Context: an optimization exercise on an open-source flow, tuned for small area, a short achievable clock period and few clock cycles. The choices shown serve that exercise and are no tape-out recipe. In this exercise RTL edits were held to simulation tests only and were not proved equivalent to the original.

## flow/config.mk

```make
export PLATFORM = sky130hd
export DESIGN_NAME = RV32core
export DESIGN_NICKNAME = RV32core
export VERILOG_FILES = /design/flow/design.v
export SDC_FILE = /design/flow/constraint.sdc
export NUM_CORES = 8
export LEC_CHECK = 0
export CAP_MARGIN = 20
export CELL_PAD_IN_SITES_DETAIL_PLACEMENT = 1
export CORE_MARGIN = 2
export CORE_UTILIZATION = 35
export CTS_CLUSTER_DIAMETER = 120
export CTS_CLUSTER_SIZE = 20
export SETUP_SLACK_MARGIN = 5.0
export SLEW_MARGIN = 20
```

## flow/constraint.sdc

```tcl
create_clock -name core_clock -period 13.5 [get_ports {clk}]
set_input_delay 2.7000 -clock core_clock [delete_from_list [all_inputs] [get_ports {clk}]]
set_output_delay 2.7000 -clock core_clock [all_outputs]
set_load 0.01 [all_outputs]
```

## flow/design.v

```verilog
`timescale 1ns / 1ps
module regfile(
	input clk, rst,
	input we,
	input[4:0] waddr,
	input[31:0] wdata,
	input[4:0] raddr_a, raddr_b,
	input[4:0] raddr_d,
	input dbg_en,
	output[31:0] rdata_a, rdata_b
);
	reg[31:1] valid;
	wire[31:0] vld = {valid, 1'b0};
	wire[31:0] regs [0:31];
	assign regs[0] = 32'b0;
	genvar i;
	generate
		for(i = 1; i < 32; i = i + 1) begin : g_reg
			reg[31:0] r;
			always @(posedge clk)
				if(we && waddr == i) r <= wdata;
			assign regs[i] = r;
		end
	endgenerate
	always @(posedge clk or posedge rst)
		if(rst) valid <= 31'b0;
		else if(we && waddr != 5'd0) valid[waddr] <= 1'b1;
	wire[31:0] sel_a = vld & ((32'd1 << raddr_a) | ({32{dbg_en}} & (32'd1 << raddr_d)));
	wire[31:0] sel_b = vld & (32'd1 << raddr_b);
	reg[31:0] ra, rb;
	integer k;
	always @* begin
		ra = 32'd0;
		rb = 32'd0;
		for(k = 1; k < 32; k = k + 1) begin
			ra = ra | (regs[k] & {32{sel_a[k]}});
			rb = rb | (regs[k] & {32{sel_b[k]}});
		end
	end
	assign rdata_a = ra;
	assign rdata_b = rb;
endmodule
`timescale 1ns / 1ps
module md_unit(
	input clk, rst,
	input start,                
	input[2:0] f3_in,
	input[4:0] rd_in,
	input[31:0] a_in, b_in,
	input cancel,               
	input slot_free,            
	output active,              
	output[4:0] rd,
	output wr,                  
	output done,                
	output[31:0] res
);
	reg busy, setup;
	reg is_div;
	reg[1:0] op;
	reg[5:0] cnt;
	reg[4:0] rd_r;
	reg wr_r;
	reg[34:0] X;
	reg[31:0] Y;
	reg[33:0] Z;
	reg q_neg, r_neg;
	reg bp;
	wire a_signed = op == 2'b01 || op == 2'b10;
	wire b_signed = op == 2'b01;
	wire last = cnt[1:0] == 2'd3;
	wire[34:0] ax = {{3{a_signed & X[31]}}, X[31:0]};
	wire[8:0] bw = {Y[7:0], bp & ~setup};
	reg[41:0] row [0:5];
	integer j;
	always @* begin
		row[0] = setup ? 42'd0 : {{8{Z[33]}}, Z};
		for(j = 0; j < 4; j = j + 1) begin : booth
			reg one, two, neg;
			reg[34:0] mag;
			one = bw[2*j] ^ bw[2*j+1];
			two = (bw[2*j+2] & ~bw[2*j+1] & ~bw[2*j]) | (~bw[2*j+2] & bw[2*j+1] & bw[2*j]);
			neg = bw[2*j+2];
			mag = one ? ax : two ? {ax[33:0], 1'b0} : 35'd0;
			row[j+1] = {{7{mag[34] ^ neg}}, mag ^ {35{neg}}} << (2*j);
		end
		row[5] = (last & ~b_signed & Y[7]) ? ({{7{ax[34]}}, ax} << 8) : 42'd0;
		row[2][0] = bw[2];
		row[3][2] = bw[4];
		row[4][4] = bw[6];
		row[5][6] = bw[8];
	end
	function [83:0] csa(input[41:0] a, input[41:0] b, input[41:0] c);
		csa = {(a & b | a & c | b & c) << 1, a ^ b ^ c};
	endfunction
	wire[83:0] l1a = csa(row[0], row[1], row[2]);
	wire[83:0] l1b = csa(row[3], row[4], row[5]);
	wire[83:0] l2 = csa(l1a[41:0], l1a[83:42], l1b[41:0]);
	wire[83:0] l3 = csa(l2[41:0], l2[83:42], l1b[83:42]);
	wire[41:0] msum = l3[41:0] + l3[83:42];
	wire[31:0] mul_res = (op == 2'b00) ? {msum[7:0], Y[31:8]} : msum[39:8];
	wire sgn = ~op[0];
	wire a_neg = sgn & X[31];
	wire b_neg = sgn & Y[31];
	wire d_add = q_neg ^ r_neg;
	wire[34:0] diff = {3'b000, Z[31:0]} + (X ^ {35{~d_add}}) + {34'd0, ~d_add};
	wire fits = ~diff[34];
	wire[31:0] Rn = fits ? diff[31:0] : Z[31:0];
	wire[31:0] Qn = {Y[30:0], fits};
	wire[31:0] n_in = setup ? X[31:0] : (op[1] ? Rn : Qn);
	wire n_neg = setup ? a_neg : (op[1] ? r_neg : q_neg);
	wire[31:0] n_out = n_neg ? -n_in : n_in;
	wire[31:0] ua = n_out;
	function [5:0] clz32(input[31:0] x);
		reg[15:0] h;
		reg[7:0] q;
		reg[3:0] e;
		reg[1:0] t;
		begin
			clz32[5] = x == 32'd0;
			clz32[4] = x[31:16] == 16'd0;
			h = clz32[4] ? x[15:0] : x[31:16];
			clz32[3] = h[15:8] == 8'd0;
			q = clz32[3] ? h[7:0] : h[15:8];
			clz32[2] = q[7:4] == 4'd0;
			e = clz32[2] ? q[3:0] : q[7:4];
			clz32[1] = e[3:2] == 2'd0;
			t = clz32[1] ? e[1:0] : e[3:2];
			clz32[0] = ~t[1];
			if(clz32[5]) clz32[4:0] = 5'd0;
		end
	endfunction
	function [31:0] smear(input[31:0] x);
		reg[31:0] y;
		begin
			y = x | (x >> 1);
			y = y | (y >> 2);
			y = y | (y >> 4);
			y = y | (y >> 8);
			smear = y | (y >> 16);
		end
	endfunction
	wire[31:0] ca = X[31:0] ^ {32{a_neg}};
	wire[31:0] cb = Y ^ {32{b_neg}};
	wire[5:0] lza = clz32(ca);
	wire[5:0] lzb = clz32(cb);
	wire[6:0] sdiff = {1'b0, lzb} - {1'b0, lza} + {6'd0, a_neg};
	wire b_zero = Y == 32'd0;
	wire[31:0] ta = smear(ca);
	wire b_big = |(smear(cb) & ~(a_neg ? {ta[30:0], 1'b1} : ta));
	wire early = b_zero | b_big;
	wire[5:0] sh = sdiff[5:0];
	wire[31:0] div_res = setup ? (op[1] ? X[31:0] : {32{b_zero}}) : n_out;
	wire fin = busy & (is_div ? (setup ? early : cnt == 6'd0) : last);
	wire step = busy & ~(fin & ~slot_free);    
	assign active = busy;
	assign rd = rd_r;
	assign wr = wr_r;
	assign done = fin & slot_free;
	assign res = is_div ? div_res : mul_res;
	always @(posedge clk or posedge rst) begin
		if(rst) begin
			busy <= 1'b0;
			setup <= 1'b0;
			wr_r <= 1'b0;
		end
		else if(start) begin
			busy <= 1'b1;
			setup <= 1'b1;
			wr_r <= rd_in != 5'd0;
		end
		else begin
			if(step) setup <= 1'b0;
			if(done) busy <= 1'b0;
			if(cancel) wr_r <= 1'b0;
		end
	end
	always @(posedge clk) begin
		if(start) begin
			X <= {3'b000, a_in};
			Y <= b_in;
			op <= f3_in[1:0];
			is_div <= f3_in[2];
			rd_r <= rd_in;
			cnt <= 6'd0;
		end
		else if(step) begin
			if(!is_div) begin
				Y <= {msum[7:0], Y[31:8]};
				Z <= msum[41:8];
				bp <= Y[7];
				cnt <= cnt + 6'd1;
			end
			else if(setup) begin
				Z <= {2'b00, ua};
				X <= {{3{b_neg}}, Y} << sh;
				Y <= 32'd0;
				cnt <= sh;
				q_neg <= a_neg ^ b_neg;
				r_neg <= a_neg;
			end
			else begin
				Z <= {2'b00, Rn};
				X <= {X[34], X[34:1]};
				Y <= Qn;
				cnt <= cnt - 6'd1;
			end
		end
	end
endmodule
`timescale 1ns / 1ps
module RV32core(
		input clk,
		input rst,
		output[29:0] imem_addr,
		input[31:0] imem_rdata,
		output[29:0] dmem_addr,
		output dmem_we,
		output[3:0] dmem_wstrb,
		output[31:0] dmem_wdata,
		input[31:0] dmem_rdata,
		input[4:0] dbg_addr,
		output[31:0] dbg_data,
		output halted
	);
	reg ex_valid;
	reg ex_load, ex_store, ex_taken, ex_jump, ex_passb, ex_wr;
	reg ex_sub, ex_alt;
	reg[2:0] ex_f3;
	reg[4:0] ex_rd;
	reg[31:0] ex_a, ex_b, ex_c;
	reg[29:0] pc_f;
	reg halt_r;
	wire redirect;
	wire[29:0] redirect_pc;
	wire wb_en;
	wire[4:0] wb_rd;
	wire[31:0] wb_data;
	wire md_active, md_wr, md_done;
	wire[4:0] md_rd;
	wire[31:0] md_res;
	wire[29:0] fpc = redirect ? redirect_pc : pc_f;
	assign imem_addr = fpc;
	wire[31:0] inst = imem_rdata;
	wire[29:0] fpc_p1 = fpc + 30'd1;
	wire[4:0] op5 = inst[6:2];
	wire[2:0] f3 = inst[14:12];
	wire[4:0] rd = inst[11:7];
	wire[4:0] rs1 = inst[19:15];
	wire[4:0] rs2 = inst[24:20];
	wire d_load   = op5 == 5'b00000;
	wire d_store  = op5 == 5'b01000;
	wire d_branch = op5 == 5'b11000;
	wire d_jalr   = op5 == 5'b11001;
	wire d_jal    = op5 == 5'b11011;
	wire d_opimm  = op5 == 5'b00100;
	wire d_op     = op5 == 5'b01100;
	wire d_auipc  = op5 == 5'b00101;
	wire d_lui    = op5 == 5'b01101;
	wire d_system = op5 == 5'b11100;    
	wire d_md     = d_op & inst[25];
	wire[31:0] imm_i = {{20{inst[31]}}, inst[31:20]};
	wire[31:0] imm_s = {{20{inst[31]}}, inst[31:25], inst[11:7]};
	wire[31:0] imm_b = {{20{inst[31]}}, inst[7], inst[30:25], inst[11:8], 1'b0};
	wire[31:0] imm_u = {inst[31:12], 12'b0};
	wire[31:0] imm_j = {{12{inst[31]}}, inst[19:12], inst[20], inst[30:21], 1'b0};
	wire[31:0] rf_a, rf_b;
	regfile rf(
		.clk(clk), .rst(rst),
		.we(wb_en), .waddr(wb_rd), .wdata(wb_data),
		.raddr_a(rs1), .raddr_b(rs2), .raddr_d(dbg_addr), .dbg_en(halt_r),
		.rdata_a(rf_a), .rdata_b(rf_b)
	);
	assign dbg_data = rf_a;
	wire ex_wen, md_wen;
	wire[31:0] ex_res;
	wire[31:0] rs1e = (ex_wen && ex_rd == rs1) ? ex_res : rf_a;
	wire[31:0] rs2e = (ex_wen && ex_rd == rs2) ? ex_res : rf_b;
	wire[31:0] rs1v = (md_wen && md_rd == rs1) ? md_res : rs1e;
	wire[31:0] rs2v = (md_wen && md_rd == rs2) ? md_res : rs2e;
	wire d_use1 = ~(d_lui | d_auipc | d_jal);
	wire d_use2 = d_op | d_store | d_branch;
	wire d_writes = ~(d_store | d_branch) & (rd != 5'd0);
	wire md_pending = md_active & ~md_done;          
	wire md_raw = (md_pending | d_branch & md_active) & md_wr & (d_use1 & rs1 == md_rd | d_use2 & rs2 == md_rd);
	wire md_busy = md_pending & d_md;
	wire issue = ~md_raw & ~md_busy & ~d_system & ~halt_r;
	wire[32:0] bdiff = {1'b0, rs1e} - {1'b0, rs2e};
	wire b_eq = rs1e == rs2e;
	wire b_ltu = bdiff[32];
	wire b_lt = (rs1e[31] ^ rs2e[31]) ? rs1e[31] : bdiff[31];
	wire b_taken = ((f3[2] ? (f3[1] ? b_ltu : b_lt) : b_eq) ^ f3[0]) & d_branch;
	wire md_start = issue & d_md;
	wire md_cancel = issue & d_writes & (rd == md_rd);
	always @(posedge clk or posedge rst) begin
		if(rst) begin
			pc_f <= 30'd0;
			halt_r <= 1'b0;
		end
		else begin
			pc_f <= issue ? fpc_p1 : fpc;
			if(d_system & ~md_pending) halt_r <= 1'b1;
		end
	end
	always @(posedge clk or posedge rst) begin
		if(rst) ex_valid <= 1'b0;
		else ex_valid <= issue & ~d_md;
	end
	always @(posedge clk) begin
		begin
			ex_load   <= d_load;
			ex_store  <= d_store;
			ex_taken  <= b_taken;
			ex_jump   <= d_jal | d_jalr;
			ex_passb  <= d_lui | d_jal | d_jalr;
			ex_wr     <= d_writes;
			ex_sub    <= (d_op & inst[30] & f3 == 3'd0) | ((d_op | d_opimm) & f3[2:1] == 2'b01);
			ex_alt    <= inst[30];
			ex_f3     <= d_auipc ? 3'd0 : f3;
			ex_rd     <= rd;
			ex_a      <= (d_branch | d_jal | d_auipc) ? {fpc, 2'b00} : rs1v;
			ex_b      <= (d_opimm | d_load | d_jalr) ? imm_i :
			             d_store ? imm_s :
			             d_branch ? imm_b :
			             d_jal ? imm_j :
			             d_auipc ? imm_u : rs2v;
			ex_c      <= d_store ? rs2v :
			             d_lui ? imm_u : {fpc_p1, 2'b00};
		end
	end
	wire[31:0] bx = ex_b ^ {32{ex_sub}};
	wire[32:0] sum = {1'b0, ex_a} + {1'b0, bx} + {32'd0, ex_sub};
	wire ltu = ~sum[32];
	wire lt = (ex_a[31] ^ ex_b[31]) ? ex_a[31] : sum[31];
	wire[31:0] xorv = ex_a ^ ex_b;
	wire[4:0] shamt = ex_b[4:0];
	function [31:0] rev32(input[31:0] x);
		integer k;
		for(k = 0; k < 32; k = k + 1) rev32[k] = x[31-k];
	endfunction
	wire shl = ~ex_f3[2];
	wire[31:0] sh_in = shl ? rev32(ex_a) : ex_a;
	wire signed[32:0] sh_ext = {ex_alt & ~shl & ex_a[31], sh_in};
	wire[32:0] sh_res = sh_ext >>> shamt;
	wire[31:0] sh_out = sh_res[31:0];
	wire[31:0] sll = rev32(sh_out);
	wire[31:0] srx = sh_out;
	reg[31:0] alu;
	always @* begin
		case(ex_f3)
			3'd0: alu = sum[31:0];
			3'd1: alu = sll;
			3'd2: alu = {31'd0, lt};
			3'd3: alu = {31'd0, ltu};
			3'd4: alu = xorv;
			3'd5: alu = srx;
			3'd6: alu = ex_a | ex_b;
			default: alu = ex_a & ex_b;
		endcase
	end
	assign redirect = ex_valid & (ex_jump | ex_taken);
	assign redirect_pc = sum[31:2];
	wire[1:0] la = sum[1:0];
	assign dmem_addr = sum[31:2];
	assign dmem_we = ex_valid & ex_store;
	assign dmem_wstrb = ex_f3[1] ? 4'b1111 :
	                    ex_f3[0] ? (4'b0011 << la) : (4'b0001 << la);
	assign dmem_wdata = ex_f3[1] ? ex_c :
	                    ex_f3[0] ? {2{ex_c[15:0]}} : {4{ex_c[7:0]}};
	wire[31:0] rsh = dmem_rdata >> {la, 3'b000};
	wire[31:0] ldata = ex_f3[1] ? dmem_rdata :
	                   ex_f3[0] ? {{16{~ex_f3[2] & rsh[15]}}, rsh[15:0]} :
	                              {{24{~ex_f3[2] & rsh[7]}}, rsh[7:0]};
	assign ex_wen = ex_valid & ex_wr;
	md_unit md(.clk(clk), .rst(rst), .start(md_start), .f3_in(f3), .rd_in(rd),
		.a_in(rs1v), .b_in(rs2v), .cancel(md_cancel), .slot_free(~ex_wen),
		.active(md_active), .rd(md_rd), .wr(md_wr), .done(md_done), .res(md_res));
	assign md_wen = md_done & md_wr;
	assign wb_en = ex_wen | md_wen;
	assign wb_rd = ex_wen ? ex_rd : md_rd;
	assign ex_res = ex_passb ? ex_c :
	                ex_load ? ldata : alu;
	assign wb_data = ex_wen ? ex_res : md_res;
	assign halted = halt_r;
endmodule
```

## flow/flow/run.sh

```bash
#!/bin/bash
set -euo pipefail
MARGIN=5.75
sed "s/SETUP_SLACK_MARGIN=[0-9.]*/SETUP_SLACK_MARGIN=$MARGIN/" standard.sh > standard_margin.sh
grep -q "SETUP_SLACK_MARGIN=$MARGIN" standard_margin.sh
bash standard_margin.sh > flow.log 2>&1
```

## flow/standard.sh

```bash
#!/bin/bash
# synth_recipe.tcl (not shown) runs the flow's synth.tcl, then flattens the netlist and writes it again
# the make line also repeats each setting of config.mk as NAME=value (left out here)
make -C /OpenROAD-flow-scripts/flow DESIGN_CONFIG=/design/flow/config.mk WORK_HOME=/design/flow/orfs CLKGATE_MAP_FILE= SYNTH_SCRIPT=/design/flow/synth_recipe.tcl "${@:-finish}"
```

==> qor.csv <==
metric,value,unit
status,no timing/DRC/antenna violations,
worstMarginPinSlew,1.24,ns
routed-via-count,93150,
detail-route-antenna-nets,0,
period_needed,8.03,ns
cp-endpoint,dbg_data[22],
startpoint,imem_rdata[16],
avgSynthCellArea,9.63,sq um
synth_area,87700,sq um
holdWs,0.494,ns
fillers,27577,
worstHoldStart,rf.valid[10],
synth_edf_count,1101,
wirelength,519,mm
core_area,249000,sq um
grt_max_degree,84,
synthTopCellsByArea,"edfxtp_1 (38%), a22oi_1 (4.4%), a21oi_1 (3.6%), a221oi_1 (3.3%), ha_1 (3.3%)",
htree_levels,3,
synth-seq-cells,1288,
area_growth_syn_to_layout,16.7,%
path_clk_slew,0.09,ns
fin_ws,5.47,ns
rsz0062_at_grt,yes,
place_congestion,1.02,
synthesis.nets,9550,
ys.flop_type,edfxtp_1,
pre_cts_slack,3.33,ns
final_core_utilization,0.411,
cp_max_fo,12,
initial_core_util,0.352,
cap_violations,0,
rr_startpoint,md.q_neg,
ioPinCount,201,
synth_area_leader_cell,edfxtp_1,
grt_pass1_vias,87119,
drive_gt1_frac,0.157,
cts_root_buffer,clkbuf_16,
first_pass_iters,13,
hold_viol,0,
grt_first_pass_wirelength,700,mm
synth-seq-area-share,0.424,
setup_viol,0,
startpoint_type,primary input,
max_freq,125,MHz
dp_hpwl,329,mm
die_x,505,microns
skew,0.0577,ns
worstReg2RegEnd,ex_b[14],
dieArea,255000,sq um
r2r_setup_slack,5.68,ns
critPathArrivalTime,5.33,ns
clk_latency,0.79,ns
grt_util_all_layers,0.385,
end_kind,output pin,
ff2ff_path_depth,19,
die_h,505,microns
maxSlewHeadroom,0.171,
period_share,0.595,
critPathKind,in -> out,
cts_tree,done,
drc,0,
cts.sinks,1288,
post_drt_via_cell_ratio,7.41,
clock_path_buffers,3,
fin_nets,9621,
critPathRequiredTime,10.80,ns
yosys.cell_types.count,103,
drv_slew,0,
wl_per_cell,41.3,microns
synth_top_area_share,0.377,
synthCells,9100,
drtIter0Drc,18796,
ys_warn_count,4,
numCtsBuffers,77,
rows,183,
cts_hold_buf,0,
portBuffers,198,
finalSetupTns,0,ns
grt-ovfl-total,0,
hp-class,reg -> reg,
async_flop_share,0.0512,
grt_antenna_before_repair,31,
## kinds of logic after synthesis
family | synth area share
flip-flops | 0.424
AND/OR/NAND/NOR | 0.135
multiplexers | 0.0414
buffers and inverters | 0.0503
XOR/XNOR | 0.0309
AO/OA/AOI/OAI | 0.251
adder cells (fa/ha/maj) | 0.0675
## how the worst min path moves through the flow
stage / end / slack (ns) / cells past startpoint
3_3_place_gp: rf.valid[18] / 0.45 / 1
4_1_cts: rf.valid[18] / 0.48 / 1
5_1_grt: rf.valid[10] / 0.51 / 1
6_report: rf.valid[10] / 0.49 / 1
2_1_floorplan: rf.valid[10] / 0.43 / 1
3_5_place_dp: rf.valid[18] / 0.45 / 1
## routing by layer
metal / up-vias / global-route usage / wire (microns)
met1: 45784 / 0.468 / 178000
met2: 9325 / 0.548 / 209000
met3: 2897 / 0.155 / 81200
li1: 35116 / - / -
met4: 28 / 0.275 / 50400
met5: - / 0.0148 / 820
## Yosys cell counts (42+ instances only)
| cell | n |
|---|---|
| nor3_1 | 159 |
| and2_1 | 96 |
| nor2b_1 | 62 |
| buf_1 | 107 |
| mux2_2 | 60 |
| ha_1 | 234 |
| or4_1 | 45 |
| a211oi_1 | 83 |
| o21ai_0 | 459 |
| fa_1 | 145 |
| mux2i_1 | 183 |
| a22o_1 | 235 |
| a221oi_1 | 335 |
| a222oi_1 | 67 |
| dfxtp_1 | 121 |
| xor2_1 | 104 |
| o21a_1 | 49 |
| inv_1 | 296 |
| nand2b_1 | 46 |
| a31oi_1 | 59 |
| a21o_1 | 110 |
| a21oi_1 | 627 |
| a22oi_1 | 511 |
| xnor2_1 | 203 |
| o211ai_1 | 99 |
| nand2_1 | 710 |
| nor2_1 | 734 |
| nand4_1 | 138 |
| o31ai_1 | 42 |
| edfxtp_1 | 1101 |
| clkbuf_1 | 709 |
| dfrtp_1 | 66 |
| and3_1 | 89 |
| mux4_2 | 50 |
| o22ai_1 | 165 |
| nand3_1 | 250 |
## state kept, by name, indices dropped and copies added (netlist names), 2 cells and up
name,cells
ex_a,32
ex_b,32
ex_c,32
ex_f3,3
ex_rd,5
md.X,35
md.Y,32
md.Z,34
md.cnt,6
md.op,2
md.rd_r,5
pc_f,30
rf.g.r,992
rf.valid,31
## area by class of cell
type / instances / area [sq um] / area share
inverter: 305 / 1170 / 0.0115
timing repair buffer: 833 / 8550 / 0.0835
sequential: 1288 / 37200 / 0.363
clock inverter: 13 / 185 / 0.00181
antenna: 35 / 87.6 / 0.000856
clock buffer: 97 / 2010 / 0.0197
tap: 3330 / 4170 / 0.0407
multi-input combinational: 6666 / 49000 / 0.479
## stage by stage
| step | area (sq um) | std cells |
|---|---|---|
| floorplan | 87700 | 9100 |
| global placement | 93900 | 12127 |
| detailed placement | 93900 | 12128 |
| CTS | 99900 | 12414 |
| global route | 102000 | 12538 |
| finish | 102000 | 12567 |
## placed cells by master, fill, tap and decap left out, types with 184 or more instances in the layout
| cell | netlist | final |
|---|---|---|
| nand2_1 | 710 | 693 |
| inv_1 | 296 | 285 |
| a221oi_1 | 335 | 291 |
| nor2_1 | 734 | 685 |
| buf_4 | 12 | 485 |
| xnor2_1 | 203 | 184 |
| ha_1 | 234 | 225 |
| edfxtp_1 | 1101 | 1101 |
| o21ai_0 | 459 | 428 |
| a21oi_1 | 627 | 594 |
| a22oi_1 | 511 | 493 |
| nand3_1 | 250 | 243 |
| a22o_1 | 235 | 234 |
## what timing repair did
item,in CTS,in global routing
pin swaps,81,102
gates resized for setup,631,287
endpoints found under the setup margin,1026,888
cloned,22,7
setup buffers,154,109
hold endpoints to repair,0,0
## worst max-delay path: stages
cell,delay (ns)
buf_12,0.13
nand3b_1,0.20
buf_4,0.15
o22ai_2,0.07
and2_4,0.22
buf_12,0.16
buf_16,0.17
a222oi_1,0.52
nand3_1,0.18
or4_4,0.63
buf_6,0.17
Testbench counts, summed over its fixed seeds: cycles 22,691.

## afterwards: timing with drivers on the ports
The flow's constraints put no driver on any port. The routed layout listed below was extracted and timed again, unchanged, in two steps. Step 1 (the two cells are an assumption about what drives the block):
set clk [get_ports {clk}]
set_driving_cell -lib_cell sky130_fd_sc_hd__clkbuf_16 $clk
set_driving_cell -lib_cell sky130_fd_sc_hd__buf_2 [delete_from_list [all_inputs] $clk]
Step 2 adds t to the input delays and takes it off the output delays; t is the mean of the earliest and latest rising clock arrival at the registers after step 1. Input paths then give back, and output paths get back, about the clock's delay inside the block. Three values: ideal, step 1, step 2; two values: the first two.
t, ns: 0.868
setup WS [ns]: 5.474 / 5.363 / 4.830
worst setup path after step 2: input to register
latest minus earliest clock arrival (ns): 0.058 / 0.058
After both steps this run still meets setup and hold. For this run, drivers alone change the setup slack by -0.111 ns; drivers and shift together by -0.644 ns.
